This design comes from an exercise in tuning for small area and a short achievable clock period on the open sky130 flow, not from production work. Function was not checked in any run shown here: the RTL went through the layout flow alone.

==> flow/design.v, too long to show whole: its modules and the start of the top module <==
// module mult16_top: 17 lines
// module mul_aoi21: 3 lines
// module mul_fa: 4 lines
// module mul_inv: 3 lines
// module mul_mux2i: 3 lines
// module mul_nand2: 3 lines
// module mul_nor2: 3 lines
// module mul_oai21: 3 lines
// module mul_xnor2: 3 lines
// module mul_xor2: 3 lines
// module multiplier_16bit: 1840 lines
module mult16_top (
  input         clk,
  input  [15:0] a,
  input  [15:0] b,
  output [31:0] p
);
  // ...
==> flow/flow/run.sh <==
#!/bin/bash
# The standard layout (the standard.sh), except that the input and output
# port buffers are buf_2 cells and clock tree synthesis inserts no dummy loads.
# All of the flow's output goes to standard.log.
set -e
export BUFFER_PORTS_ARGS="-buffer_cell sky130_fd_sc_hd__buf_2"
export CTS_ARGS="-sink_clustering_enable -repair_clock_nets -dont_use_dummy_load -buf_list sky130_fd_sc_hd__clkbuf_8 -sink_clustering_size 64 -sink_clustering_max_diameter 300"
bash standard.sh > standard.log 2>&1
==> flow/standard.sh <==
#!/bin/bash
# synth_recipe.tcl (not shown) runs the flow's synth.tcl, then flattens the netlist and writes it again
# the make line also repeats each setting of config.mk as NAME=value (left out here)
make -C /OpenROAD-flow-scripts/flow DESIGN_CONFIG=/design/flow/config.mk WORK_HOME=/design/flow/orfs CLKGATE_MAP_FILE= SYNTH_SCRIPT=/design/flow/synth_recipe.tcl "${@:-finish}"
==> flow/config.mk <==
export PLATFORM = sky130hd
export DESIGN_NAME = mult16_top
export DESIGN_NICKNAME = mult16_top
export VERILOG_FILES = /design/flow/design.v
export SDC_FILE = /design/flow/constraint.sdc
export NUM_CORES = 4
export LEC_CHECK = 0
export CAP_MARGIN = 20
export CORE_MARGIN = 2
export CORE_UTILIZATION = 40
export CTS_BUF_LIST = sky130_fd_sc_hd__clkbuf_8
export CTS_CLUSTER_DIAMETER = 300
export CTS_CLUSTER_SIZE = 64
export SLEW_MARGIN = 20
export SYNTH_HIERARCHICAL = 1
export SYNTH_MINIMUM_KEEP_SIZE = 0
==> flow/constraint.sdc <==
create_clock -name core_clock -period 15.0 [get_ports {clk}]
set_input_delay 3.0000 -clock core_clock [delete_from_list [all_inputs] [get_ports {clk}]]
set_output_delay 3.0000 -clock core_clock [all_outputs]
set_load 0.01 [all_outputs]
==> results by group, run 1 <==
GRT
  • Met3 GRT Util: 3.80%
  • Highest-utilization routing layer at the global route stage: met2
  • Global-route wire length before repair: 31.8 mm

Placed design
  • Post-DP Area: 8700 sq um
  • Detailed Place HPWL: 15.7 mm
  • PortBufs: 64
  • Worst slack at placement: 9.56 ns

Drt
  • Vias: 5799
  • Antenna viol nets, final: 0

Clock tree
  • CTS H-tree lvls: 3
  • Sinks on Clock Net: 64
  • Total CTS buffers: 9

Flow run
  • Max-cap violations: 0

Synth
  • Post-synthesis simple-gate area fraction: 14.3%
  • Number of enable flip-flop cells after synthesis: 0
  • Total number of yosys warnings: 7
  • Avg Cell Area, Syn: 9.10 sq um
  • Yosys cell types: 11
  • Cell area after synthesis: 8280 sq um

Timing
  • Final setup slack of the worst path: 9.55 ns
  • Least-Margin Pin Slew: 0.881 ns

Layout
  • Area of combinational cells with multiple inputs: 6210 sq um
  • Count of inserted antenna diode cells: 0
  • Seq. cell area: 1280 sq um
  • Final-layout non-clock buffer area share: 3.63%

Setup path
  • Arrival @ worst endpoint: 5.70 ns
  • Most repeated library cell on the critical path: sky130_fd_sc_hd__fa_1
  • Critical Path Start: b_r[8]$_DFF_P_
  • Kind of capture point of the worst setup path: flop
  • Crit path required time: 15.25 ns
  • Top cell family by delay on the critical path: adder cells
  • CP Cell Sequence: inv_1 -> nor2_1 -> fa_1 -> fa_1 -> fa_1 -> fa_1 -> xnor2_1 -> xnor2_1 -> nand2_1 -> xnor2_1 -> mux2i_1 -> xor2_1 -> nand2_1 -> inv_1 -> a21oi_2 -> inv_1 -> a21oi_2 -> o21ai_1 -> a21oi_2 -> xor2_1

Die
  • Number of tapcells: 270
  • Die width: 148 um
  • Placeable core region: 20300 sq um

Status
  • Run status: finished clean

Min path
  • Worst hold path class: reg2reg
==> run 2: changes to the inputs <==
--- a/flow/design.v
+++ b/flow/design.v
@@ -1032,16 +1032,149 @@
   wire n985;
   wire n986;
   wire n987;
   wire n988;
   wire n989;
   wire n990;
   wire n991;
   wire n992;
+  wire n993;
+  wire n994;
+  wire n995;
+  wire n996;
+  wire n997;
+  wire n998;
+  wire n999;
+  wire n1000;
+  wire n1001;
+  wire n1002;
+  wire n1003;
+  wire n1004;
+  wire n1005;
+  wire n1006;
+  wire n1007;
+  wire n1008;
+  wire n1009;
+  wire n1010;
+  wire n1011;
+  wire n1012;
+  wire n1013;
+  wire n1014;
+  wire n1015;
+  wire n1016;
+  wire n1017;
+  wire n1018;
+  wire n1019;
+  wire n1020;
+  wire n1021;
+  wire n1022;
+  wire n1023;
+  wire n1024;
+  wire n1025;
+  wire n1026;
+  wire n1027;
+  wire n1028;
+  wire n1029;
+  wire n1030;
+  wire n1031;
+  wire n1032;
+  wire n1033;
+  wire n1034;
+  wire n1035;
+  wire n1036;
+  wire n1037;
+  wire n1038;
+  wire n1039;
+  wire n1040;
+  wire n1041;
+  wire n1042;
+  wire n1043;
+  wire n1044;
+  wire n1045;
+  wire n1046;
+  wire n1047;
+  wire n1048;
+  wire n1049;
+  wire n1050;
+  wire n1051;
+  wire n1052;
+  wire n1053;
+  wire n1054;
+  wire n1055;
+  wire n1056;
+  wire n1057;
+  wire n1058;
+  wire n1059;
+  wire n1060;
+  wire n1061;
+  wire n1062;
+  wire n1063;
+  wire n1064;
+  wire n1065;
+  wire n1066;
+  wire n1067;
+  wire n1068;
+  wire n1069;
+  wire n1070;
+  wire n1071;
+  wire n1072;
+  wire n1073;
+  wire n1074;
+  wire n1075;
+  wire n1076;
+  wire n1077;
+  wire n1078;
+  wire n1079;
+  wire n1080;
+  wire n1081;
+  wire n1082;
+  wire n1083;
+  wire n1084;
+  wire n1085;
+  wire n1086;
+  wire n1087;
+  wire n1088;
+  wire n1089;
+  wire n1090;
+  wire n1091;
+  wire n1092;
+  wire n1093;
+  wire n1094;
+  wire n1095;
+  wire n1096;
+  wire n1097;
+  wire n1098;
+  wire n1099;
+  wire n1100;
+  wire n1101;
+  wire n1102;
+  wire n1103;
+  wire n1104;
+  wire n1105;
+  wire n1106;
+  wire n1107;
+  wire n1108;
+  wire n1109;
+  wire n1110;
+  wire n1111;
+  wire n1112;
+  wire n1113;
+  wire n1114;
+  wire n1115;
+  wire n1116;
+  wire n1117;
+  wire n1118;
+  wire n1119;
+  wire n1120;
+  wire n1121;
+  wire n1122;
+  wire n1123;
+  wire n1124;
+  wire n1125;
   mul_inv u0 (.a(a[0]), .y(n1));
   mul_inv u1 (.a(a[0]), .y(n2));
   mul_inv u2 (.a(a[1]), .y(n3));
   mul_inv u3 (.a(a[1]), .y(n4));
   mul_inv u4 (.a(a[2]), .y(n5));
   mul_inv u5 (.a(a[2]), .y(n6));
   mul_inv u6 (.a(a[3]), .y(n7));
   mul_inv u7 (.a(a[3]), .y(n8));
@@ -1699,188 +1832,321 @@
   mul_nand2 u659 (.a(n320), .b(n775), .y(n838));
   mul_inv u660 (.a(n777), .y(n839));
   mul_nand2 u661 (.a(n321), .b(n839), .y(n840));
   mul_inv u662 (.a(n840), .y(n841));
   mul_nand2 u663 (.a(n325), .b(n841), .y(n842));
   mul_inv u664 (.a(n842), .y(n843));
   mul_nand2 u665 (.a(n331), .b(n843), .y(n844));
   mul_oai21 u666 (.a1(n779), .a2(n844), .b1(n780), .y(n845));
-  mul_inv u667 (.a(n783), .y(n846));
-  mul_inv u668 (.a(n782), .y(n847));
-  mul_aoi21 u669 (.a1(n847), .a2(n845), .b1(n846), .y(n848));
-  mul_oai21 u670 (.a1(n785), .a2(n848), .b1(n786), .y(n849));
-  mul_inv u671 (.a(n789), .y(n850));
-  mul_inv u672 (.a(n788), .y(n851));
-  mul_aoi21 u673 (.a1(n851), .a2(n849), .b1(n850), .y(n852));
-  mul_oai21 u674 (.a1(n791), .a2(n852), .b1(n792), .y(n853));
-  mul_inv u675 (.a(n795), .y(n854));
-  mul_inv u676 (.a(n794), .y(n855));
+  mul_oai21 u667 (.a1(n782), .a2(n780), .b1(n783), .y(n846));
+  mul_nor2 u668 (.a(n782), .b(n779), .y(n847));
+  mul_inv u669 (.a(n844), .y(n848));
+  mul_aoi21 u670 (.a1(n847), .a2(n848), .b1(n846), .y(n849));
+  mul_oai21 u671 (.a1(n785), .a2(n783), .b1(n786), .y(n850));
+  mul_nor2 u672 (.a(n785), .b(n782), .y(n851));
+  mul_aoi21 u673 (.a1(n851), .a2(n845), .b1(n850), .y(n852));
+  mul_oai21 u674 (.a1(n788), .a2(n852), .b1(n789), .y(n853));
+  mul_inv u675 (.a(n792), .y(n854));
+  mul_inv u676 (.a(n791), .y(n855));
   mul_aoi21 u677 (.a1(n855), .a2(n853), .b1(n854), .y(n856));
-  mul_nor2 u678 (.a(n435), .b(n856), .y(n857));
-  mul_nor2 u679 (.a(n797), .b(n435), .y(n858));
-  mul_inv u680 (.a(n798), .y(n859));
-  mul_inv u681 (.a(n856), .y(n860));
-  mul_aoi21 u682 (.a1(n858), .a2(n860), .b1(n859), .y(n861));
-  mul_inv u683 (.a(n486), .y(n862));
-  mul_nor2 u684 (.a(n862), .b(n798), .y(n863));
-  mul_nand2 u685 (.a(n486), .b(n858), .y(n864));
-  mul_inv u686 (.a(n863), .y(n865));
-  mul_oai21 u687 (.a1(n864), .a2(n856), .b1(n865), .y(n866));
-  mul_aoi21 u688 (.a1(n799), .a2(n866), .b1(n800), .y(n867));
-  mul_nand2 u689 (.a(n545), .b(n800), .y(n868));
-  mul_nand2 u690 (.a(n545), .b(n799), .y(n869));
-  mul_inv u691 (.a(n868), .y(n870));
-  mul_inv u692 (.a(n869), .y(n871));
-  mul_aoi21 u693 (.a1(n871), .a2(n866), .b1(n870), .y(n872));
-  mul_oai21 u694 (.a1(n802), .a2(n872), .b1(n803), .y(n873));
-  mul_oai21 u695 (.a1(n804), .a2(n803), .b1(n805), .y(n874));
-  mul_nor2 u696 (.a(n804), .b(n802), .y(n875));
-  mul_inv u697 (.a(n874), .y(n876));
-  mul_inv u698 (.a(n875), .y(n877));
-  mul_oai21 u699 (.a1(n877), .a2(n872), .b1(n876), .y(n878));
-  mul_inv u700 (.a(n807), .y(n879));
-  mul_inv u701 (.a(n806), .y(n880));
-  mul_aoi21 u702 (.a1(n880), .a2(n874), .b1(n879), .y(n881));
-  mul_nand2 u703 (.a(n880), .b(n875), .y(n882));
-  mul_oai21 u704 (.a1(n882), .a2(n872), .b1(n881), .y(n883));
-  mul_inv u705 (.a(n807), .y(n884));
-  mul_aoi21 u706 (.a1(n808), .a2(n884), .b1(n809), .y(n885));
-  mul_inv u707 (.a(n808), .y(n886));
-  mul_nor2 u708 (.a(n886), .b(n806), .y(n887));
-  mul_inv u709 (.a(n887), .y(n888));
-  mul_inv u710 (.a(n874), .y(n889));
-  mul_oai21 u711 (.a1(n888), .a2(n889), .b1(n885), .y(n890));
-  mul_inv u712 (.a(n875), .y(n891));
-  mul_nor2 u713 (.a(n888), .b(n891), .y(n892));
-  mul_inv u714 (.a(n872), .y(n893));
-  mul_aoi21 u715 (.a1(n892), .a2(n893), .b1(n890), .y(n894));
-  mul_oai21 u716 (.a1(n811), .a2(n894), .b1(n812), .y(n895));
-  mul_oai21 u717 (.a1(n814), .a2(n812), .b1(n815), .y(n896));
-  mul_nor2 u718 (.a(n814), .b(n811), .y(n897));
+  mul_oai21 u678 (.a1(n794), .a2(n792), .b1(n795), .y(n857));
+  mul_nor2 u679 (.a(n794), .b(n791), .y(n858));
+  mul_aoi21 u680 (.a1(n858), .a2(n853), .b1(n857), .y(n859));
+  mul_nor2 u681 (.a(n435), .b(n795), .y(n860));
+  mul_nor2 u682 (.a(n435), .b(n794), .y(n861));
+  mul_inv u683 (.a(n860), .y(n862));
+  mul_inv u684 (.a(n861), .y(n863));
+  mul_oai21 u685 (.a1(n863), .a2(n856), .b1(n862), .y(n864));
+  mul_nor2 u686 (.a(n797), .b(n435), .y(n865));
+  mul_inv u687 (.a(n798), .y(n866));
+  mul_inv u688 (.a(n859), .y(n867));
+  mul_aoi21 u689 (.a1(n865), .a2(n867), .b1(n866), .y(n868));
+  mul_inv u690 (.a(n486), .y(n869));
+  mul_nor2 u691 (.a(n869), .b(n798), .y(n870));
+  mul_inv u692 (.a(n486), .y(n871));
+  mul_nor2 u693 (.a(n871), .b(n797), .y(n872));
+  mul_aoi21 u694 (.a1(n872), .a2(n864), .b1(n870), .y(n873));
+  mul_aoi21 u695 (.a1(n799), .a2(n870), .b1(n800), .y(n874));
+  mul_nand2 u696 (.a(n799), .b(n872), .y(n875));
+  mul_inv u697 (.a(n864), .y(n876));
+  mul_oai21 u698 (.a1(n875), .a2(n876), .b1(n874), .y(n877));
+  mul_nand2 u699 (.a(n545), .b(n800), .y(n878));
+  mul_nand2 u700 (.a(n545), .b(n799), .y(n879));
+  mul_oai21 u701 (.a1(n879), .a2(n873), .b1(n878), .y(n880));
+  mul_oai21 u702 (.a1(n802), .a2(n878), .b1(n803), .y(n881));
+  mul_nor2 u703 (.a(n802), .b(n879), .y(n882));
+  mul_inv u704 (.a(n873), .y(n883));
+  mul_aoi21 u705 (.a1(n882), .a2(n883), .b1(n881), .y(n884));
+  mul_oai21 u706 (.a1(n804), .a2(n803), .b1(n805), .y(n885));
+  mul_nor2 u707 (.a(n804), .b(n802), .y(n886));
+  mul_nand2 u708 (.a(n886), .b(n545), .y(n887));
+  mul_inv u709 (.a(n885), .y(n888));
+  mul_inv u710 (.a(n877), .y(n889));
+  mul_oai21 u711 (.a1(n887), .a2(n889), .b1(n888), .y(n890));
+  mul_oai21 u712 (.a1(n806), .a2(n805), .b1(n807), .y(n891));
+  mul_nor2 u713 (.a(n806), .b(n804), .y(n892));
+  mul_inv u714 (.a(n803), .y(n893));
+  mul_aoi21 u715 (.a1(n892), .a2(n893), .b1(n891), .y(n894));
+  mul_inv u716 (.a(n802), .y(n895));
+  mul_nand2 u717 (.a(n892), .b(n895), .y(n896));
+  mul_inv u718 (.a(n894), .y(n897));
   mul_inv u719 (.a(n896), .y(n898));
-  mul_inv u720 (.a(n897), .y(n899));
-  mul_oai21 u721 (.a1(n899), .a2(n894), .b1(n898), .y(n900));
-  mul_inv u722 (.a(n818), .y(n901));
-  mul_inv u723 (.a(n817), .y(n902));
-  mul_aoi21 u724 (.a1(n902), .a2(n896), .b1(n901), .y(n903));
-  mul_nand2 u725 (.a(n902), .b(n897), .y(n904));
-  mul_oai21 u726 (.a1(n904), .a2(n894), .b1(n903), .y(n905));
-  mul_inv u727 (.a(n818), .y(n906));
-  mul_aoi21 u728 (.a1(n820), .a2(n906), .b1(n821), .y(n907));
-  mul_inv u729 (.a(n817), .y(n908));
-  mul_nand2 u730 (.a(n820), .b(n908), .y(n909));
-  mul_inv u731 (.a(n896), .y(n910));
-  mul_oai21 u732 (.a1(n909), .a2(n910), .b1(n907), .y(n911));
-  mul_inv u733 (.a(n897), .y(n912));
-  mul_nor2 u734 (.a(n909), .b(n912), .y(n913));
-  mul_inv u735 (.a(n911), .y(n914));
-  mul_inv u736 (.a(n913), .y(n915));
-  mul_oai21 u737 (.a1(n915), .a2(n894), .b1(n914), .y(n916));
-  mul_aoi21 u738 (.a1(n823), .a2(n821), .b1(n824), .y(n917));
-  mul_nand2 u739 (.a(n823), .b(n820), .y(n918));
-  mul_oai21 u740 (.a1(n918), .a2(n903), .b1(n917), .y(n919));
-  mul_nor2 u741 (.a(n918), .b(n904), .y(n920));
-  mul_inv u742 (.a(n919), .y(n921));
-  mul_inv u743 (.a(n920), .y(n922));
-  mul_oai21 u744 (.a1(n922), .a2(n894), .b1(n921), .y(n923));
-  mul_inv u745 (.a(n827), .y(n924));
-  mul_inv u746 (.a(n826), .y(n925));
-  mul_oai21 u747 (.a1(n925), .a2(n917), .b1(n924), .y(n926));
-  mul_nor2 u748 (.a(n925), .b(n918), .y(n927));
-  mul_inv u749 (.a(n926), .y(n928));
-  mul_inv u750 (.a(n927), .y(n929));
-  mul_oai21 u751 (.a1(n929), .a2(n903), .b1(n928), .y(n930));
-  mul_nor2 u752 (.a(n929), .b(n904), .y(n931));
-  mul_inv u753 (.a(n930), .y(n932));
-  mul_inv u754 (.a(n931), .y(n933));
-  mul_oai21 u755 (.a1(n933), .a2(n894), .b1(n932), .y(n934));
-  mul_inv u756 (.a(n830), .y(n935));
-  mul_inv u757 (.a(n829), .y(n936));
-  mul_aoi21 u758 (.a1(n936), .a2(n934), .b1(n935), .y(n937));
-  mul_oai21 u759 (.a1(n831), .a2(n830), .b1(n832), .y(n938));
-  mul_nor2 u760 (.a(n831), .b(n829), .y(n939));
-  mul_aoi21 u761 (.a1(n939), .a2(n934), .b1(n938), .y(n940));
-  mul_inv u762 (.a(n834), .y(n941));
-  mul_inv u763 (.a(n833), .y(n942));
-  mul_aoi21 u764 (.a1(n942), .a2(n938), .b1(n941), .y(n943));
-  mul_nand2 u765 (.a(n942), .b(n939), .y(n944));
-  mul_inv u766 (.a(n943), .y(n945));
-  mul_inv u767 (.a(n944), .y(n946));
-  mul_aoi21 u768 (.a1(n946), .a2(n934), .b1(n945), .y(n947));
-  mul_oai21 u769 (.a1(n835), .a2(n834), .b1(n836), .y(n948));
-  mul_nor2 u770 (.a(n835), .b(n833), .y(n949));
-  mul_aoi21 u771 (.a1(n949), .a2(n938), .b1(n948), .y(n950));
-  mul_nand2 u772 (.a(n949), .b(n939), .y(n951));
-  mul_inv u773 (.a(n950), .y(n952));
-  mul_inv u774 (.a(n951), .y(n953));
-  mul_aoi21 u775 (.a1(n953), .a2(n934), .b1(n952), .y(n954));
-  mul_oai21 u776 (.a1(n837), .a2(n836), .b1(n838), .y(n955));
-  mul_nor2 u777 (.a(n837), .b(n835), .y(n956));
+  mul_aoi21 u720 (.a1(n898), .a2(n880), .b1(n897), .y(n899));
+  mul_inv u721 (.a(n807), .y(n900));
+  mul_aoi21 u722 (.a1(n808), .a2(n900), .b1(n809), .y(n901));
+  mul_inv u723 (.a(n808), .y(n902));
+  mul_nor2 u724 (.a(n902), .b(n806), .y(n903));
+  mul_inv u725 (.a(n903), .y(n904));
+  mul_inv u726 (.a(n885), .y(n905));
+  mul_oai21 u727 (.a1(n904), .a2(n905), .b1(n901), .y(n906));
+  mul_inv u728 (.a(n886), .y(n907));
+  mul_nor2 u729 (.a(n904), .b(n907), .y(n908));
+  mul_aoi21 u730 (.a1(n908), .a2(n880), .b1(n906), .y(n909));
+  mul_inv u731 (.a(n812), .y(n910));
+  mul_inv u732 (.a(n811), .y(n911));
+  mul_aoi21 u733 (.a1(n911), .a2(n809), .b1(n910), .y(n912));
+  mul_nand2 u734 (.a(n911), .b(n808), .y(n913));
+  mul_oai21 u735 (.a1(n913), .a2(n807), .b1(n912), .y(n914));
+  mul_nor2 u736 (.a(n913), .b(n806), .y(n915));
+  mul_aoi21 u737 (.a1(n915), .a2(n885), .b1(n914), .y(n916));
+  mul_nand2 u738 (.a(n915), .b(n886), .y(n917));
+  mul_inv u739 (.a(n880), .y(n918));
+  mul_oai21 u740 (.a1(n917), .a2(n918), .b1(n916), .y(n919));
+  mul_oai21 u741 (.a1(n814), .a2(n812), .b1(n815), .y(n920));
+  mul_nor2 u742 (.a(n814), .b(n811), .y(n921));
+  mul_aoi21 u743 (.a1(n921), .a2(n809), .b1(n920), .y(n922));
+  mul_nand2 u744 (.a(n921), .b(n808), .y(n923));
+  mul_inv u745 (.a(n891), .y(n924));
+  mul_oai21 u746 (.a1(n923), .a2(n924), .b1(n922), .y(n925));
+  mul_inv u747 (.a(n923), .y(n926));
+  mul_nand2 u748 (.a(n926), .b(n892), .y(n927));
+  mul_inv u749 (.a(n927), .y(n928));
+  mul_inv u750 (.a(n925), .y(n929));
+  mul_inv u751 (.a(n928), .y(n930));
+  mul_oai21 u752 (.a1(n930), .a2(n884), .b1(n929), .y(n931));
+  mul_oai21 u753 (.a1(n817), .a2(n815), .b1(n818), .y(n932));
+  mul_nor2 u754 (.a(n817), .b(n814), .y(n933));
+  mul_inv u755 (.a(n932), .y(n934));
+  mul_inv u756 (.a(n933), .y(n935));
+  mul_oai21 u757 (.a1(n935), .a2(n912), .b1(n934), .y(n936));
+  mul_nor2 u758 (.a(n935), .b(n913), .y(n937));
+  mul_aoi21 u759 (.a1(n937), .a2(n891), .b1(n936), .y(n938));
+  mul_nand2 u760 (.a(n937), .b(n892), .y(n939));
+  mul_oai21 u761 (.a1(n939), .a2(n884), .b1(n938), .y(n940));
+  mul_inv u762 (.a(n818), .y(n941));
+  mul_aoi21 u763 (.a1(n820), .a2(n941), .b1(n821), .y(n942));
+  mul_inv u764 (.a(n817), .y(n943));
+  mul_nand2 u765 (.a(n820), .b(n943), .y(n944));
+  mul_inv u766 (.a(n920), .y(n945));
+  mul_oai21 u767 (.a1(n944), .a2(n945), .b1(n942), .y(n946));
+  mul_inv u768 (.a(n921), .y(n947));
+  mul_nor2 u769 (.a(n944), .b(n947), .y(n948));
+  mul_inv u770 (.a(n903), .y(n949));
+  mul_oai21 u771 (.a1(n949), .a2(n805), .b1(n901), .y(n950));
+  mul_nor2 u772 (.a(n949), .b(n804), .y(n951));
+  mul_aoi21 u773 (.a1(n948), .a2(n950), .b1(n946), .y(n952));
+  mul_nand2 u774 (.a(n948), .b(n951), .y(n953));
+  mul_oai21 u775 (.a1(n953), .a2(n884), .b1(n952), .y(n954));
+  mul_aoi21 u776 (.a1(n823), .a2(n821), .b1(n824), .y(n955));
+  mul_nand2 u777 (.a(n823), .b(n820), .y(n956));
   mul_inv u778 (.a(n955), .y(n957));
   mul_inv u779 (.a(n956), .y(n958));
-  mul_oai21 u780 (.a1(n958), .a2(n943), .b1(n957), .y(n959));
-  mul_nor2 u781 (.a(n958), .b(n944), .y(n960));
-  mul_aoi21 u782 (.a1(n960), .a2(n934), .b1(n959), .y(n961));
-  mul_inv u783 (.a(n776), .y(n962));
-  mul_xnor2 u784 (.a(n777), .b(n321), .y(n963));
-  mul_xnor2 u785 (.a(n840), .b(n325), .y(n964));
-  mul_xnor2 u786 (.a(n842), .b(n331), .y(n965));
-  mul_xor2 u787 (.a(n844), .b(n779), .y(n966));
-  mul_xnor2 u788 (.a(n845), .b(n782), .y(n967));
-  mul_xor2 u789 (.a(n848), .b(n785), .y(n968));
-  mul_xnor2 u790 (.a(n849), .b(n788), .y(n969));
-  mul_xor2 u791 (.a(n852), .b(n791), .y(n970));
-  mul_xnor2 u792 (.a(n853), .b(n794), .y(n971));
-  mul_xor2 u793 (.a(n856), .b(n435), .y(n972));
-  mul_xnor2 u794 (.a(n857), .b(n797), .y(n973));
-  mul_xnor2 u795 (.a(n861), .b(n486), .y(n974));
-  mul_xor2 u796 (.a(n866), .b(n799), .y(n975));
-  mul_xnor2 u797 (.a(n867), .b(n545), .y(n976));
-  mul_xor2 u798 (.a(n872), .b(n802), .y(n977));
-  mul_xnor2 u799 (.a(n873), .b(n804), .y(n978));
-  mul_xnor2 u800 (.a(n878), .b(n806), .y(n979));
-  mul_xor2 u801 (.a(n883), .b(n808), .y(n980));
-  mul_xor2 u802 (.a(n894), .b(n811), .y(n981));
-  mul_xnor2 u803 (.a(n895), .b(n814), .y(n982));
-  mul_xnor2 u804 (.a(n900), .b(n817), .y(n983));
-  mul_xor2 u805 (.a(n905), .b(n820), .y(n984));
-  mul_xor2 u806 (.a(n916), .b(n823), .y(n985));
-  mul_xor2 u807 (.a(n923), .b(n826), .y(n986));
-  mul_xnor2 u808 (.a(n934), .b(n829), .y(n987));
-  mul_xor2 u809 (.a(n937), .b(n831), .y(n988));
-  mul_xor2 u810 (.a(n940), .b(n833), .y(n989));
-  mul_xor2 u811 (.a(n947), .b(n835), .y(n990));
-  mul_xor2 u812 (.a(n954), .b(n837), .y(n991));
-  mul_inv u813 (.a(n961), .y(n992));
+  mul_aoi21 u780 (.a1(n958), .a2(n932), .b1(n957), .y(n959));
+  mul_nand2 u781 (.a(n958), .b(n933), .y(n960));
+  mul_inv u782 (.a(n912), .y(n961));
+  mul_inv u783 (.a(n913), .y(n962));
+  mul_aoi21 u784 (.a1(n962), .a2(n891), .b1(n961), .y(n963));
+  mul_nand2 u785 (.a(n962), .b(n892), .y(n964));
+  mul_oai21 u786 (.a1(n960), .a2(n963), .b1(n959), .y(n965));
+  mul_nor2 u787 (.a(n960), .b(n964), .y(n966));
+  mul_inv u788 (.a(n884), .y(n967));
+  mul_aoi21 u789 (.a1(n966), .a2(n967), .b1(n965), .y(n968));
+  mul_aoi21 u790 (.a1(n826), .a2(n824), .b1(n827), .y(n969));
+  mul_nand2 u791 (.a(n826), .b(n823), .y(n970));
+  mul_inv u792 (.a(n821), .y(n971));
+  mul_oai21 u793 (.a1(n970), .a2(n971), .b1(n969), .y(n972));
+  mul_inv u794 (.a(n970), .y(n973));
+  mul_nand2 u795 (.a(n973), .b(n820), .y(n974));
+  mul_inv u796 (.a(n974), .y(n975));
+  mul_aoi21 u797 (.a1(n975), .a2(n932), .b1(n972), .y(n976));
+  mul_nand2 u798 (.a(n975), .b(n933), .y(n977));
+  mul_oai21 u799 (.a1(n977), .a2(n963), .b1(n976), .y(n978));
+  mul_nor2 u800 (.a(n977), .b(n964), .y(n979));
+  mul_inv u801 (.a(n884), .y(n980));
+  mul_aoi21 u802 (.a1(n979), .a2(n980), .b1(n978), .y(n981));
+  mul_inv u803 (.a(n830), .y(n982));
+  mul_inv u804 (.a(n829), .y(n983));
+  mul_aoi21 u805 (.a1(n983), .a2(n827), .b1(n982), .y(n984));
+  mul_nand2 u806 (.a(n983), .b(n826), .y(n985));
+  mul_inv u807 (.a(n824), .y(n986));
+  mul_oai21 u808 (.a1(n985), .a2(n986), .b1(n984), .y(n987));
+  mul_inv u809 (.a(n823), .y(n988));
+  mul_nor2 u810 (.a(n985), .b(n988), .y(n989));
+  mul_aoi21 u811 (.a1(n989), .a2(n821), .b1(n987), .y(n990));
+  mul_nand2 u812 (.a(n989), .b(n820), .y(n991));
+  mul_inv u813 (.a(n932), .y(n992));
+  mul_oai21 u814 (.a1(n991), .a2(n992), .b1(n990), .y(n993));
+  mul_inv u815 (.a(n933), .y(n994));
+  mul_nor2 u816 (.a(n991), .b(n994), .y(n995));
+  mul_inv u817 (.a(n993), .y(n996));
+  mul_inv u818 (.a(n995), .y(n997));
+  mul_oai21 u819 (.a1(n997), .a2(n963), .b1(n996), .y(n998));
+  mul_nor2 u820 (.a(n997), .b(n964), .y(n999));
+  mul_inv u821 (.a(n884), .y(n1000));
+  mul_aoi21 u822 (.a1(n999), .a2(n1000), .b1(n998), .y(n1001));
+  mul_oai21 u823 (.a1(n831), .a2(n830), .b1(n832), .y(n1002));
+  mul_nor2 u824 (.a(n831), .b(n829), .y(n1003));
+  mul_aoi21 u825 (.a1(n1003), .a2(n827), .b1(n1002), .y(n1004));
+  mul_nand2 u826 (.a(n1003), .b(n826), .y(n1005));
+  mul_inv u827 (.a(n824), .y(n1006));
+  mul_oai21 u828 (.a1(n1005), .a2(n1006), .b1(n1004), .y(n1007));
+  mul_inv u829 (.a(n823), .y(n1008));
+  mul_nor2 u830 (.a(n1005), .b(n1008), .y(n1009));
+  mul_inv u831 (.a(n1007), .y(n1010));
+  mul_inv u832 (.a(n1009), .y(n1011));
+  mul_oai21 u833 (.a1(n1011), .a2(n942), .b1(n1010), .y(n1012));
+  mul_nor2 u834 (.a(n1011), .b(n944), .y(n1013));
+  mul_inv u835 (.a(n920), .y(n1014));
+  mul_inv u836 (.a(n921), .y(n1015));
+  mul_oai21 u837 (.a1(n1015), .a2(n901), .b1(n1014), .y(n1016));
+  mul_inv u838 (.a(n1015), .y(n1017));
+  mul_nand2 u839 (.a(n1017), .b(n903), .y(n1018));
+  mul_aoi21 u840 (.a1(n1013), .a2(n1016), .b1(n1012), .y(n1019));
+  mul_inv u841 (.a(n1013), .y(n1020));
+  mul_nor2 u842 (.a(n1020), .b(n1018), .y(n1021));
+  mul_inv u843 (.a(n1021), .y(n1022));
+  mul_inv u844 (.a(n890), .y(n1023));
+  mul_oai21 u845 (.a1(n1022), .a2(n1023), .b1(n1019), .y(n1024));
+  mul_oai21 u846 (.a1(n833), .a2(n832), .b1(n834), .y(n1025));
+  mul_nor2 u847 (.a(n833), .b(n831), .y(n1026));
+  mul_inv u848 (.a(n830), .y(n1027));
+  mul_aoi21 u849 (.a1(n1026), .a2(n1027), .b1(n1025), .y(n1028));
+  mul_inv u850 (.a(n1026), .y(n1029));
+  mul_nor2 u851 (.a(n1029), .b(n829), .y(n1030));
+  mul_inv u852 (.a(n1030), .y(n1031));
+  mul_inv u853 (.a(n827), .y(n1032));
+  mul_oai21 u854 (.a1(n1031), .a2(n1032), .b1(n1028), .y(n1033));
+  mul_inv u855 (.a(n826), .y(n1034));
+  mul_nor2 u856 (.a(n1031), .b(n1034), .y(n1035));
+  mul_aoi21 u857 (.a1(n1035), .a2(n824), .b1(n1033), .y(n1036));
+  mul_nand2 u858 (.a(n1035), .b(n823), .y(n1037));
+  mul_oai21 u859 (.a1(n1037), .a2(n942), .b1(n1036), .y(n1038));
+  mul_nor2 u860 (.a(n1037), .b(n944), .y(n1039));
+  mul_aoi21 u861 (.a1(n1039), .a2(n1016), .b1(n1038), .y(n1040));
+  mul_inv u862 (.a(n1039), .y(n1041));
+  mul_nor2 u863 (.a(n1041), .b(n1018), .y(n1042));
+  mul_inv u864 (.a(n1042), .y(n1043));
+  mul_inv u865 (.a(n890), .y(n1044));
+  mul_oai21 u866 (.a1(n1043), .a2(n1044), .b1(n1040), .y(n1045));
+  mul_oai21 u867 (.a1(n835), .a2(n834), .b1(n836), .y(n1046));
+  mul_nor2 u868 (.a(n835), .b(n833), .y(n1047));
+  mul_inv u869 (.a(n832), .y(n1048));
+  mul_aoi21 u870 (.a1(n1047), .a2(n1048), .b1(n1046), .y(n1049));
+  mul_inv u871 (.a(n1047), .y(n1050));
+  mul_nor2 u872 (.a(n1050), .b(n831), .y(n1051));
+  mul_inv u873 (.a(n1051), .y(n1052));
+  mul_oai21 u874 (.a1(n1052), .a2(n830), .b1(n1049), .y(n1053));
+  mul_nor2 u875 (.a(n1052), .b(n829), .y(n1054));
+  mul_inv u876 (.a(n1053), .y(n1055));
+  mul_inv u877 (.a(n1054), .y(n1056));
+  mul_oai21 u878 (.a1(n1056), .a2(n969), .b1(n1055), .y(n1057));
+  mul_nor2 u879 (.a(n1056), .b(n970), .y(n1058));
+  mul_inv u880 (.a(n1057), .y(n1059));
+  mul_inv u881 (.a(n1058), .y(n1060));
+  mul_oai21 u882 (.a1(n1060), .a2(n942), .b1(n1059), .y(n1061));
+  mul_nor2 u883 (.a(n1060), .b(n944), .y(n1062));
+  mul_aoi21 u884 (.a1(n1062), .a2(n1016), .b1(n1061), .y(n1063));
+  mul_inv u885 (.a(n1062), .y(n1064));
+  mul_nor2 u886 (.a(n1064), .b(n1018), .y(n1065));
+  mul_inv u887 (.a(n1065), .y(n1066));
+  mul_inv u888 (.a(n890), .y(n1067));
+  mul_oai21 u889 (.a1(n1066), .a2(n1067), .b1(n1063), .y(n1068));
+  mul_oai21 u890 (.a1(n837), .a2(n836), .b1(n838), .y(n1069));
+  mul_nor2 u891 (.a(n837), .b(n835), .y(n1070));
+  mul_inv u892 (.a(n1069), .y(n1071));
+  mul_inv u893 (.a(n1070), .y(n1072));
+  mul_oai21 u894 (.a1(n1072), .a2(n834), .b1(n1071), .y(n1073));
+  mul_nor2 u895 (.a(n1072), .b(n833), .y(n1074));
+  mul_inv u896 (.a(n832), .y(n1075));
+  mul_aoi21 u897 (.a1(n1074), .a2(n1075), .b1(n1073), .y(n1076));
+  mul_inv u898 (.a(n1074), .y(n1077));
+  mul_nor2 u899 (.a(n1077), .b(n831), .y(n1078));
+  mul_inv u900 (.a(n1078), .y(n1079));
+  mul_oai21 u901 (.a1(n1079), .a2(n830), .b1(n1076), .y(n1080));
+  mul_nor2 u902 (.a(n1079), .b(n829), .y(n1081));
+  mul_inv u903 (.a(n1080), .y(n1082));
+  mul_inv u904 (.a(n1081), .y(n1083));
+  mul_oai21 u905 (.a1(n1083), .a2(n969), .b1(n1082), .y(n1084));
+  mul_nor2 u906 (.a(n1083), .b(n970), .y(n1085));
+  mul_inv u907 (.a(n1084), .y(n1086));
+  mul_inv u908 (.a(n1085), .y(n1087));
+  mul_oai21 u909 (.a1(n1087), .a2(n942), .b1(n1086), .y(n1088));
+  mul_nor2 u910 (.a(n1087), .b(n944), .y(n1089));
+  mul_aoi21 u911 (.a1(n1089), .a2(n1016), .b1(n1088), .y(n1090));
+  mul_inv u912 (.a(n1089), .y(n1091));
+  mul_nor2 u913 (.a(n1091), .b(n1018), .y(n1092));
+  mul_inv u914 (.a(n1092), .y(n1093));
+  mul_inv u915 (.a(n890), .y(n1094));
+  mul_oai21 u916 (.a1(n1093), .a2(n1094), .b1(n1090), .y(n1095));
+  mul_inv u917 (.a(n776), .y(n1096));
+  mul_xnor2 u918 (.a(n777), .b(n321), .y(n1097));
+  mul_xnor2 u919 (.a(n840), .b(n325), .y(n1098));
+  mul_xnor2 u920 (.a(n842), .b(n331), .y(n1099));
+  mul_xor2 u921 (.a(n844), .b(n779), .y(n1100));
+  mul_xnor2 u922 (.a(n845), .b(n782), .y(n1101));
+  mul_xor2 u923 (.a(n849), .b(n785), .y(n1102));
+  mul_xor2 u924 (.a(n852), .b(n788), .y(n1103));
+  mul_xnor2 u925 (.a(n853), .b(n791), .y(n1104));
+  mul_xor2 u926 (.a(n856), .b(n794), .y(n1105));
+  mul_xor2 u927 (.a(n859), .b(n435), .y(n1106));
+  mul_xnor2 u928 (.a(n864), .b(n797), .y(n1107));
+  mul_xnor2 u929 (.a(n868), .b(n486), .y(n1108));
+  mul_xnor2 u930 (.a(n873), .b(n799), .y(n1109));
+  mul_xor2 u931 (.a(n877), .b(n545), .y(n1110));
+  mul_xnor2 u932 (.a(n880), .b(n802), .y(n1111));
+  mul_xor2 u933 (.a(n884), .b(n804), .y(n1112));
+  mul_xnor2 u934 (.a(n890), .b(n806), .y(n1113));
+  mul_xnor2 u935 (.a(n899), .b(n808), .y(n1114));
+  mul_xor2 u936 (.a(n909), .b(n811), .y(n1115));
+  mul_xnor2 u937 (.a(n919), .b(n814), .y(n1116));
+  mul_xnor2 u938 (.a(n931), .b(n817), .y(n1117));
+  mul_xor2 u939 (.a(n940), .b(n820), .y(n1118));
+  mul_xor2 u940 (.a(n954), .b(n823), .y(n1119));
+  mul_xnor2 u941 (.a(n968), .b(n826), .y(n1120));
+  mul_xor2 u942 (.a(n981), .b(n829), .y(n1121));
+  mul_xor2 u943 (.a(n1001), .b(n831), .y(n1122));
+  mul_xnor2 u944 (.a(n1024), .b(n833), .y(n1123));
+  mul_xnor2 u945 (.a(n1045), .b(n835), .y(n1124));
+  mul_xnor2 u946 (.a(n1068), .b(n837), .y(n1125));
   assign o[0] = n65;
-  assign o[1] = n962;
-  assign o[2] = n963;
-  assign o[3] = n964;
-  assign o[4] = n965;
-  assign o[5] = n966;
-  assign o[6] = n967;
-  assign o[7] = n968;
-  assign o[8] = n969;
-  assign o[9] = n970;
-  assign o[10] = n971;
-  assign o[11] = n972;
-  assign o[12] = n973;
-  assign o[13] = n974;
-  assign o[14] = n975;
-  assign o[15] = n976;
-  assign o[16] = n977;
-  assign o[17] = n978;
-  assign o[18] = n979;
-  assign o[19] = n980;
-  assign o[20] = n981;
-  assign o[21] = n982;
-  assign o[22] = n983;
-  assign o[23] = n984;
-  assign o[24] = n985;
-  assign o[25] = n986;
-  assign o[26] = n987;
-  assign o[27] = n988;
-  assign o[28] = n989;
-  assign o[29] = n990;
-  assign o[30] = n991;
-  assign o[31] = n992;
+  assign o[1] = n1096;
+  assign o[2] = n1097;
+  assign o[3] = n1098;
+  assign o[4] = n1099;
+  assign o[5] = n1100;
+  assign o[6] = n1101;
+  assign o[7] = n1102;
+  assign o[8] = n1103;
+  assign o[9] = n1104;
+  assign o[10] = n1105;
+  assign o[11] = n1106;
+  assign o[12] = n1107;
+  assign o[13] = n1108;
+  assign o[14] = n1109;
+  assign o[15] = n1110;
+  assign o[16] = n1111;
+  assign o[17] = n1112;
+  assign o[18] = n1113;
+  assign o[19] = n1114;
+  assign o[20] = n1115;
+  assign o[21] = n1116;
+  assign o[22] = n1117;
+  assign o[23] = n1118;
+  assign o[24] = n1119;
+  assign o[25] = n1120;
+  assign o[26] = n1121;
+  assign o[27] = n1122;
+  assign o[28] = n1123;
+  assign o[29] = n1124;
+  assign o[30] = n1125;
+  assign o[31] = n1095;
 endmodule
==> results by group, run 2 <==
GRT
  • Largest net degree at the start of global routing: 13
  • Global-route wire length before repair: 34.1 mm (+7.2%)
  • Via count of the first global-routing pass: 7065
  • Overflow after GRT: 0
  • Number of antenna violations at the first check in global routing: 0
  • Overall routing resource usage: 18.3%

Die
  • I/O pin count: 65
  • Number of placement rows: 54
  • Floorplan die area: 23500 sq um
  • Placeable core region: 21800 sq um (+7.5%)
  • Die width: 153 um (+3.6%)
  • Effective utilization at floorplan: 40.8%
  • Vertical die dimension: 153 um

Synth
  • Area share of xor/xnor cells in the synthesized design: 10.6%
  • Leading cell types by count after synthesis: sky130_fd_sc_hd__nor2_1, sky130_fd_sc_hd__inv_1, sky130_fd_sc_hd__fa_1
  • Post-synthesis simple-gate area fraction: 15.2% (+0.90 points)
  • Yosys cell types: 11 (unchanged)
  • Synth Flop Type: sky130_fd_sc_hd__dfxtp_1
  • Area share of the leading cell type in the synthesized netlist: 40.0%
  • Top cells by area, synth: sky130_fd_sc_hd__fa_1, sky130_fd_sc_hd__dfxtp_1, sky130_fd_sc_hd__nor2_1
  • Post-synth ARST share: 0%
  • Portion of netlist area occupied by mux cells: 2.59%
  • Total number of yosys warnings: 7 (unchanged)
  • Most common cell in the synthesized netlist: sky130_fd_sc_hd__nor2_1
  • Cell area after synthesis: 8900 sq um (+7.5%)
  • Gate Count Post-Synth: 1043
  • Register bit count reported by yosys: 64
  • Compound-Gate Fraction of Synth Area: 6.45%
  • Avg Cell Area, Syn: 8.54 sq um (-6.2%)
  • Number of enable flip-flop cells after synthesis: 0 (unchanged)
  • Register area share after synthesis: 14.4%
  • Total nets after synthesis: 1254
  • Cell type contributing the most total cell area after synthesis: sky130_fd_sc_hd__fa_1
  • Post-synthesis adder-cell area fraction: 40.0%
  • Dominant combinational cell family by area after synthesis: adder cells

Placed design
  • Post-DP Area: 9330 sq um (+7.3%)
  • Routability congestion estimate: 0.850
  • Worst slack at placement: 9.92 ns (+0.359 ns)
  • Detailed Place HPWL: 16.5 mm (+5.4%)
  • PortBufs: 64 (unchanged)

Timing
  • Number of endpoints failing setup at the final stage: 0
  • Final worst path period share: 34.1%
  • Hold violation count in the final report: 0
  • Least-Margin Pin Slew: 0.723 ns (-0.158 ns)
  • Setup TNS: 0 ns
  • Number of slew-limit violations in the final report: 0
  • Slew HR: 51.6%
  • Unrepaired setup endpoints after global routing: false
  • Maximum clock skew at final layout: 0.0414 ns
  • Crit path time final: 5.11 ns
  • Final setup slack of the worst path: 9.89 ns (+0.341 ns)
  • Highest Clock Rate: 196 MHz

Drt
  • Remaining design rule violation count: 0
  • Wire length per cell after detailed routing: 14.4 um
  • Routed vias/inst: 4.80
  • Number of violations reported at the end of detailed-routing iteration 0: 261
  • Final routed wirelength across all metal layers: 19.7 mm
  • Antenna viol nets, final: 0 (unchanged)
  • First-pass iteration count of the detailed router: 5
  • Vias: 6543 (+13%)

Layout
  • Number of flip-flops in the largest register: 32
  • Most common cell after layout, fill and taps aside: sky130_fd_sc_hd__nor2_1
  • Share of layout cells above drive strength 1: 10.1%
  • Largest registers: p_r (32), a_r (16), b_r (16)
  • # nets final: 1297
  • Area of combinational cells with multiple inputs: 6670 sq um (+7.4%)
  • Seq. cell area: 1280 sq um (unchanged)
  • Count of inserted antenna diode cells: 0 (unchanged)
  • P&R area growth vs syn: 6.23%
  • Top library cells by usage in the layout, fill and taps aside: sky130_fd_sc_hd__nor2_1, sky130_fd_sc_hd__inv_1, sky130_fd_sc_hd__fa_1
  • Final instance area: 9460 sq um
  • Final-layout fill cell count: 2194
  • Register bank with the most flops: p_r

Clock tree
  • Post-CTS Hold Buffers: 0
  • CTS H-tree lvls: 3 (unchanged)
  • Clock latency reported for the late side of the worst-skew pair: 0.38 ns
  • Clock tree from TritonCTS: done
  • CTS Buffer Depth: 2
  • Post-cts repair resize count: 0
  • Sinks on Clock Net: 64 (unchanged)
  • Post-CTS setup buffer count: 0
  • Total CTS buffers: 9 (unchanged)
  • Post-CTS clock slew at the launch and capture registers of the worst setup and hold paths: 0.09 ns
  • Root Buffer Master: sky130_fd_sc_hd__clkbuf_8

Setup path
  • Maximum net fanout on the critical path: 8
  • Arrival @ worst endpoint: 5.32 ns (-0.38 ns)
  • Setup CP Type: reg2reg
  • Critical path startpoint category: flop
  • Crit path required time: 15.21 ns (-0.04 ns)
  • Kind of capture point of the worst setup path: flop

Status
  • Run status: finished clean

Flow run
  • Max-cap violations: 0 (unchanged)

Min path
  • Worst hold path class: reg2reg
## run 2: final timing paths
path                     endpoint            from  cells after the start  slack [ns]
setup reg to reg  p_r[28]$_DFF_P_  b_r[8]$_DFF_P_                     19        9.89
setup / recovery  p_r[28]$_DFF_P_  b_r[8]$_DFF_P_                     19        9.89
hold reg to reg    p_r[0]$_DFF_P_  a_r[0]$_DFF_P_                      2        0.59
hold / removal     p_r[0]$_DFF_P_  a_r[0]$_DFF_P_                      2        0.59
## run 2: through the flow
stage / utilization (%) / hold slack (ns) / std cells
after floorplan: - / 0.612 / 1043
after global placement: 42.8 / 0.576 / 1355
after detailed placement: 42.8 / 0.610 / 1355
after CTS: 43.3 / 0.602 / 1364
after global routing: 43.3 / 0.637 / 1364
final: 43.3 / 0.588 / 1364
## run 2: per-layer routing
layer,wire (um),GRT usage (%),part of all wire [%],up-vias
met3,805,3.09,4.1,55
met5,0,0,0,-
met4,881,8.73,4.5,0
met1,7760,21.1,39,3202
li1,-,-,-,3115
met2,10300,33.1,52,171
## run 2: worst max-delay path, cell delays in order (launching register included)
cell,delay [ns]
sky130_fd_sc_hd__dfxtp_1,0.32
sky130_fd_sc_hd__inv_1,0.20
sky130_fd_sc_hd__nor2_1,0.11
sky130_fd_sc_hd__fa_1,0.45
sky130_fd_sc_hd__fa_1,0.43
sky130_fd_sc_hd__fa_1,0.39
sky130_fd_sc_hd__fa_1,0.40
sky130_fd_sc_hd__xnor2_1,0.27
sky130_fd_sc_hd__xnor2_1,0.19
sky130_fd_sc_hd__nand2_1,0.09
sky130_fd_sc_hd__xnor2_1,0.27
sky130_fd_sc_hd__mux2i_1,0.29
sky130_fd_sc_hd__xor2_1,0.37
sky130_fd_sc_hd__nand2_1,0.10
sky130_fd_sc_hd__o21ai_1,0.19
sky130_fd_sc_hd__inv_1,0.08
sky130_fd_sc_hd__o21ai_1,0.44
sky130_fd_sc_hd__inv_1,0.09
sky130_fd_sc_hd__o21ai_1,0.19
sky130_fd_sc_hd__xnor2_1,0.08
## run 2: area by class of cell
cell class / count / area share, %
timing repair buffer: 64 / 3.39
multi-input combinational: 757 / 70.5
clock buffer: 9 / 1.31
sequential: 64 / 13.5
tap: 280 / 3.70
inverter: 190 / 7.54
## run 2: per-module statistics from Yosys, one instance, submodules excluded
module            cells  area (sq um)  flip-flops and latches  times used
mult16_top           64          1280                      64           1
mul_xor2              1          8.76                       0          17
mul_nand2             1          3.75                       0          52
mul_mux2i             1          10.0                       0          23
mul_aoi21             1          8.76                       0          37
mul_fa                1          20.0                       0         178
mul_xnor2             1          8.76                       0          91
mul_inv               1          3.75                       0         190
mul_oai21             1          5.00                       0          50
multiplier_16bit     32           240                       0           1
mul_nor2              1          3.75                       0         309
## run 2: cell families (layout without fill, tap and decap cells)
logic type      Yosys count  in the layout
buf+inv                 222            263
mux                      23             23
fa+ha+maj               178            178
xor+xnor                108            108
simple gates            361            361
compound gates           87             87
flops                    64             64

-- port drivers added, routing unchanged --
The flow's constraints put no driver on any port. The routed layouts listed below were extracted and timed again, unchanged, in two steps. Step 1 sets driving cells, clkbuf_16 on the clock port and buf_2 on the other inputs (assumed; they add their load-dependent delay and slew). Step 2 moves the port delays by t, midway between the first and last clock arrival at a register: inputs arrive t later, outputs are due t later. That takes back most of the time a late clock gives input paths. Slacks: no drivers / after step 1 / after step 2; pairs: no drivers / after step 1.
| run | t, ns | slack for setup (ns) | latest minus earliest clock arrival (ns) | worst register clock-pin slew, ns | worst data-port slew with drivers (ns) |
|---|---|---|---|---|---|
| run 1 | 0.396 | 9.547 / 9.547 / 9.547 | 0.027 / 0.026 | 0.08 / 0.08 | 0.04 |
| run 2 | 0.399 | 9.888 / 9.888 / 9.888 | 0.041 / 0.041 | 0.09 / 0.09 | 0.03 |
After both steps setup and hold are still met in every run listed.
